This is an optimization exercise on Yosys and OpenROAD, whose aim is small area, a short achievable clock period and few clock cycles, not a production implementation.
At most, simulation tests tie the RTL to the original design; equivalence was not proved.

## run D
Design CONV, start of the top module:
module  CONV(
	input		  clk,
	input		  reset,
	output		  busy,
	input		  ready,
	output [11:0] iaddr,
	input  [19:0] idata,
	output	 	  cwr,
	output [11:0] caddr_wr,
	output [19:0] cdata_wr,
	output	 	  crd,
	output [11:0] caddr_rd,
	input  [19:0] cdata_rd,
	output [ 2:0] csel
	);
localparam LAT = 2;    
reg        busy_r, done_r, run_r;
reg        zc_r;       
reg        prv_r;      
reg [11:0] rx_r;       
wire [11:0] ra_r = rx_r ^ 12'hfc0;
reg [ 3:0] rr_r;       
reg        rv_r;       
wire       l1_last;
reg        pool_on;    
assign busy  = busy_r;
assign iaddr = ra_r;
wire rlast = (rr_r == 4'd9);
always @(posedge clk or posedge reset) begin
	if (reset) begin
		busy_r    <= 1'b0;
		run_r     <= 1'b0;
		zc_r      <= 1'b1;
		prv_r     <= 1'b0;
		rx_r      <= 12'd0;       
		rr_r      <= 4'd0;
		rv_r      <= 1'b0;
	end else begin
		if (!busy_r && !done_r && ready) begin
			busy_r <= 1'b1;
			run_r  <= 1'b1;
		end
		if (l1_last) begin
			busy_r <= 1'b0;
			run_r  <= 1'b0;
		end
		if (run_r) begin
			if (rlast) begin
				rr_r  <= 4'd0;
				prv_r <= !zc_r || (ra_r[11:6] == 6'd63 && pool_on);
				if (zc_r) begin
					zc_r <= 1'b0;
					rv_r <= (ra_r[11:6] != 6'd63);
				end else if (ra_r[5:0] == 6'd63) begin
					zc_r <= 1'b1;
					rv_r <= 1'b0;
					rx_r <= (ra_r - 12'd127) ^ 12'hfc0;    
				end else begin
					rx_r <= (ra_r - 12'd575) ^ 12'hfc0;    
					rv_r <= (ra_r[11:6] != 6'd8);
				end
			end else begin
				rr_r <= rr_r + 4'd1;
				if (!zc_r) begin
					rx_r <= (ra_r + 12'd64) ^ 12'hfc0;
					rv_r <= !(rr_r == 4'd8 && ra_r[11:6] == 6'd63);
				end
			end
		end
	end
end
reg [19:0] px [0:22];
reg        vld1;                   
integer i;
always @(posedge clk) begin
	px[0] <= rv_r ? idata : 20'd0;
	for (i = 1; i < 23; i = i + 1) px[i] <= px[i-1];
end
always @(posedge clk or posedge reset) begin
	if (reset) vld1 <= 1'b0;
	else       vld1 <= run_r && prv_r && (rr_r >= 4'd2);
end
wire [19:0] res;
convolution u_conv (
	.clk(clk),
	.t0(px[0]),  .t1(px[1]),  .t2(px[2]),
	.t3(px[10]), .t4(px[11]), .t5(px[12]),
	.t6(px[20]), .t7(px[21]), .t8(px[22]),
	.res(res)
  ...
For scale: ~820 flip-flops, roughly 110 I/O pins, roughly 42000 um2 of cells after synthesis.
==> module CONV, before the edit <==
module  CONV(
	input		  clk,
	input		  reset,
	output		  busy,
	input		  ready,
	output [11:0] iaddr,
	input  [19:0] idata,
	output	 	  cwr,
	output [11:0] caddr_wr,
	output [19:0] cdata_wr,
	output	 	  crd,
	output [11:0] caddr_rd,
	input  [19:0] cdata_rd,
	output [ 2:0] csel
	);
localparam LAT = 2;    
reg        busy_r, done_r, run_r;
reg        zc_r;       
reg        prv_r;      
reg [11:0] rx_r;       
wire [11:0] ra_r = rx_r ^ 12'hfc0;
reg [ 3:0] rr_r;       
reg        rv_r;       
wire       l1_last;
reg        pool_on;    
assign busy  = busy_r;
assign iaddr = ra_r;
wire rlast = (rr_r == 4'd9);
always @(posedge clk or posedge reset) begin
	if (reset) begin
		busy_r    <= 1'b0;
		run_r     <= 1'b0;
		zc_r      <= 1'b1;
		prv_r     <= 1'b0;
		rx_r      <= 12'd0;       
		rr_r      <= 4'd0;
		rv_r      <= 1'b0;
	end else begin
		if (!busy_r && !done_r && ready) begin
			busy_r <= 1'b1;
			run_r  <= 1'b1;
		end
		if (l1_last) begin
			busy_r <= 1'b0;
			run_r  <= 1'b0;
		end
		if (run_r) begin
			if (rlast) begin
				rr_r  <= 4'd0;
				prv_r <= !zc_r || (ra_r[11:6] == 6'd63 && pool_on);
				if (zc_r) begin
					zc_r <= 1'b0;
					rv_r <= (ra_r[11:6] != 6'd63);
				end else if (ra_r[5:0] == 6'd63) begin
					zc_r <= 1'b1;
					rv_r <= 1'b0;
					rx_r <= (ra_r - 12'd127) ^ 12'hfc0;    
				end else begin
					rx_r <= (ra_r - 12'd575) ^ 12'hfc0;    
					rv_r <= (ra_r[11:6] != 6'd8);
				end
			end else begin
				rr_r <= rr_r + 4'd1;
				if (!zc_r) begin
					rx_r <= (ra_r + 12'd64) ^ 12'hfc0;
					rv_r <= !(rr_r == 4'd8 && ra_r[11:6] == 6'd63);
				end
			end
		end
	end
end
reg [19:0] px [0:22];
reg        vld1;                   
integer i;
always @(posedge clk) begin
	px[0] <= rv_r ? idata : 20'd0;
	for (i = 1; i < 23; i = i + 1) px[i] <= px[i-1];
end
always @(posedge clk or posedge reset) begin
	if (reset) vld1 <= 1'b0;
	else       vld1 <= run_r && prv_r && (rr_r >= 4'd2);
end
wire [19:0] res;
convolution u_conv (
	.clk(clk),
	.t0(px[0]),  .t1(px[1]),  .t2(px[2]),
	.t3(px[10]), .t4(px[11]), .t5(px[12]),
	.t6(px[20]), .t7(px[21]), .t8(px[22]),
	.res(res)
);
reg [LAT-1:0] vpipe;
always @(posedge clk or posedge reset) begin
	if (reset) vpipe <= {LAT{1'b0}};
	else       vpipe <= {vpipe, vld1};
end
wire bnext   = vpipe[LAT-1];
reg  l0_done;
wire l0_next = bnext && !l0_done;
reg        cwr_r;
reg [ 2:0] csel_r;
reg [11:0] cad_r;
reg [19:0] cdat_r;
reg [11:0] wa_r;         
wire        l1_wr;       
wire [19:0] l1_val;
wire [ 9:0] l1_addr;
wire        l1_end;      
assign cwr      = cwr_r;
assign csel     = csel_r;
assign caddr_wr = cad_r;
assign cdata_wr = cdat_r;
assign l1_last  = cwr_r && done_r;
always @(posedge clk or posedge reset) begin
	if (reset) begin
		cwr_r <= 1'b0; csel_r <= 3'd1;
		wa_r <= 12'd0; l0_done <= 1'b0; done_r <= 1'b0;
	end else begin
		cwr_r <= (l0_next || l1_wr) && !done_r;
		if (l0_next) begin
			csel_r <= 3'd1;
			if (wa_r[8:6] != 3'd7) wa_r <= wa_r + 12'd64;
			else if (wa_r[5:0] == 6'd63) wa_r <= wa_r + 12'd1;
			else wa_r <= wa_r - 12'd447;
			if (wa_r == 12'd4095) l0_done <= 1'b1;
		end else begin
			csel_r <= l1_wr ? 3'd3 : 3'd1;
			if (l1_wr && l1_end) done_r <= 1'b1;
		end
	end
end
always @(posedge clk) begin
	if (l0_next) begin
		cad_r  <= wa_r;
		cdat_r <= res;
	end else begin
		cad_r  <= {2'b00, l1_addr};
		cdat_r <= l1_val;
	end
end
always @(posedge clk or posedge reset) begin
	if (reset) pool_on <= 1'b0;
	else if (l0_next && wa_r == 12'd449) pool_on <= 1'b1;    
end
L1 u_pool (
	.clk(clk),
	.reset(reset),
	.rd_next(bnext && pool_on),
	.crd(crd),
	.caddr_rd(caddr_rd),
	.cdata_rd(cdata_rd),
	.stop(done_r),
	.wr(l1_wr),
	.val(l1_val),
	.addr(l1_addr),
	.last(l1_end)
);
endmodule
Settings: LEC_CHECK=0, CAP_MARGIN=20, CORE_MARGIN=2, CORE_UTILIZATION=65, CTS_BUF_LIST=sky130_fd_sc_hd__clkbuf_16, CTS_CLUSTER_DIAMETER=80, CTS_CLUSTER_SIZE=30, PLACE_DENSITY=0.75, SLEW_MARGIN=20, SYNTH_HIERARCHICAL=1, SYNTH_MINIMUM_KEEP_SIZE=0; clock period 12.0 ns.
standard.sh (not shown) runs the stock make flow with config.mk's settings and CLKGATE_MAP_FILE= SYNTH_SCRIPT=/design/flow/synth_recipe.tcl, a recipe that flattens the netlist after the stock synthesis.
==> flow/flow/run.sh <==
#!/bin/bash
# The standard layout (standard.sh), with two changes to how it is made; the
# constraints are unchanged:
#  - repair_timing aims for 8.4 ns of setup slack at the design's clock period;
#  - the port buffers that buffer_ports inserts on every input and output are buf_1 cells (repair_timing may upsize them).
# Each tool's output is in orfs/logs/; make's own output is in make.log.
set -euo pipefail
bash standard.sh SETUP_SLACK_MARGIN=8.4 "BUFFER_PORTS_ARGS=-buffer_cell sky130_fd_sc_hd__buf_1" finish > make.log 2>&1
Testbench counts of run D, summed over its fixed seeds: cycles 62,844.
The following lists how run P was set up differently from run D:
--- a/flow/design.v
+++ b/flow/design.v
@@ -2575,12 +2575,11 @@
 	);
 localparam LAT = 2;    
 reg        busy_r, done_r, run_r;
 reg        zc_r;       
 reg        prv_r;      
-reg [11:0] rx_r;       
-wire [11:0] ra_r = rx_r ^ 12'hfc0;
+reg [11:0] ra_r;       
 reg [ 3:0] rr_r;       
 reg        rv_r;       
 wire       l1_last;
 reg        pool_on;    
 assign busy  = busy_r;
@@ -2590,11 +2589,11 @@
 	if (reset) begin
 		busy_r    <= 1'b0;
 		run_r     <= 1'b0;
 		zc_r      <= 1'b1;
 		prv_r     <= 1'b0;
-		rx_r      <= 12'd0;       
+		ra_r      <= 12'd0;       
 		rr_r      <= 4'd0;
 		rv_r      <= 1'b0;
 	end else begin
 		if (!busy_r && !done_r && ready) begin
 			busy_r <= 1'b1;
@@ -2605,26 +2604,27 @@
 			run_r  <= 1'b0;
 		end
 		if (run_r) begin
 			if (rlast) begin
 				rr_r  <= 4'd0;
-				prv_r <= !zc_r || (ra_r[11:6] == 6'd63 && pool_on);
+				prv_r <= !zc_r || (ra_r[11:6] == 6'd0 && pool_on);
 				if (zc_r) begin
 					zc_r <= 1'b0;
-					rv_r <= (ra_r[11:6] != 6'd63);
+					ra_r <= ra_r - 12'd64;            
+					rv_r <= (ra_r[11:6] != 6'd0);
 				end else if (ra_r[5:0] == 6'd63) begin
 					zc_r <= 1'b1;
 					rv_r <= 1'b0;
-					rx_r <= (ra_r - 12'd127) ^ 12'hfc0;    
+					ra_r <= ra_r - 12'd63;            
 				end else begin
-					rx_r <= (ra_r - 12'd575) ^ 12'hfc0;    
+					ra_r <= ra_r - 12'd575;           
 					rv_r <= (ra_r[11:6] != 6'd8);
 				end
 			end else begin
 				rr_r <= rr_r + 4'd1;
 				if (!zc_r) begin
-					rx_r <= (ra_r + 12'd64) ^ 12'hfc0;
+					ra_r <= ra_r + 12'd64;
 					rv_r <= !(rr_r == 4'd8 && ra_r[11:6] == 6'd63);
 				end
 			end
 		end
 	end
@@ -2697,11 +2697,11 @@
 		cdat_r <= l1_val;
 	end
 end
 always @(posedge clk or posedge reset) begin
 	if (reset) pool_on <= 1'b0;
-	else if (l0_next && wa_r == 12'd449) pool_on <= 1'b1;    
+	else if (l0_next && wa_r == 12'd448) pool_on <= 1'b1;    
 end
 L1 u_pool (
 	.clk(clk),
 	.reset(reset),
 	.rd_next(bnext && pool_on),
--- outcome ---
- Launch point of the critical path = px[0][7]: run P; launch point of the critical path = rx_r[10]: run D
- Number of maximum-capacitance constraint violations came out exactly the same in run D and run P.
- Going from run D to run P, via count shrank by 384; number of buffers outside the clock class in the layout shrank by 8.
- Diff run D -> run P: non-filler instance count after layout essentially unchanged, worst setup slack increased 5.2 ps.
Function not checked in run P: the RTL went through the layout flow alone.

==> port drivers added, routing unchanged <==
The flow's constraints put no driver on any port. The routed layouts listed below were extracted and timed again, unchanged, in two steps.
Step 1: set_driving_cell puts a clkbuf_16 on clk and a buf_2 on each other input, an assumption about the parent block.
Step 2 adds t to the input delays and takes it off the output delays; t is the mean of the earliest and latest rising clock arrival at the registers after step 1. Input paths then give back, and output paths get back, about the clock's delay inside the block.
Three values: ideal ports, drivers, drivers and shift; two values: the first two.
run	t (ns)	slack for setup (ns)	hold slack, ns	latest minus earliest clock arrival (ns)
run D	0.681	8.367 / 8.297 / 8.386	0.321 / 0.321 / 0.321	0.044 / 0.044
run P	0.679	8.372 / 8.334 / 8.372	0.327 / 0.327 / 0.327	0.051 / 0.051
After both steps setup and hold are still met in every run listed.
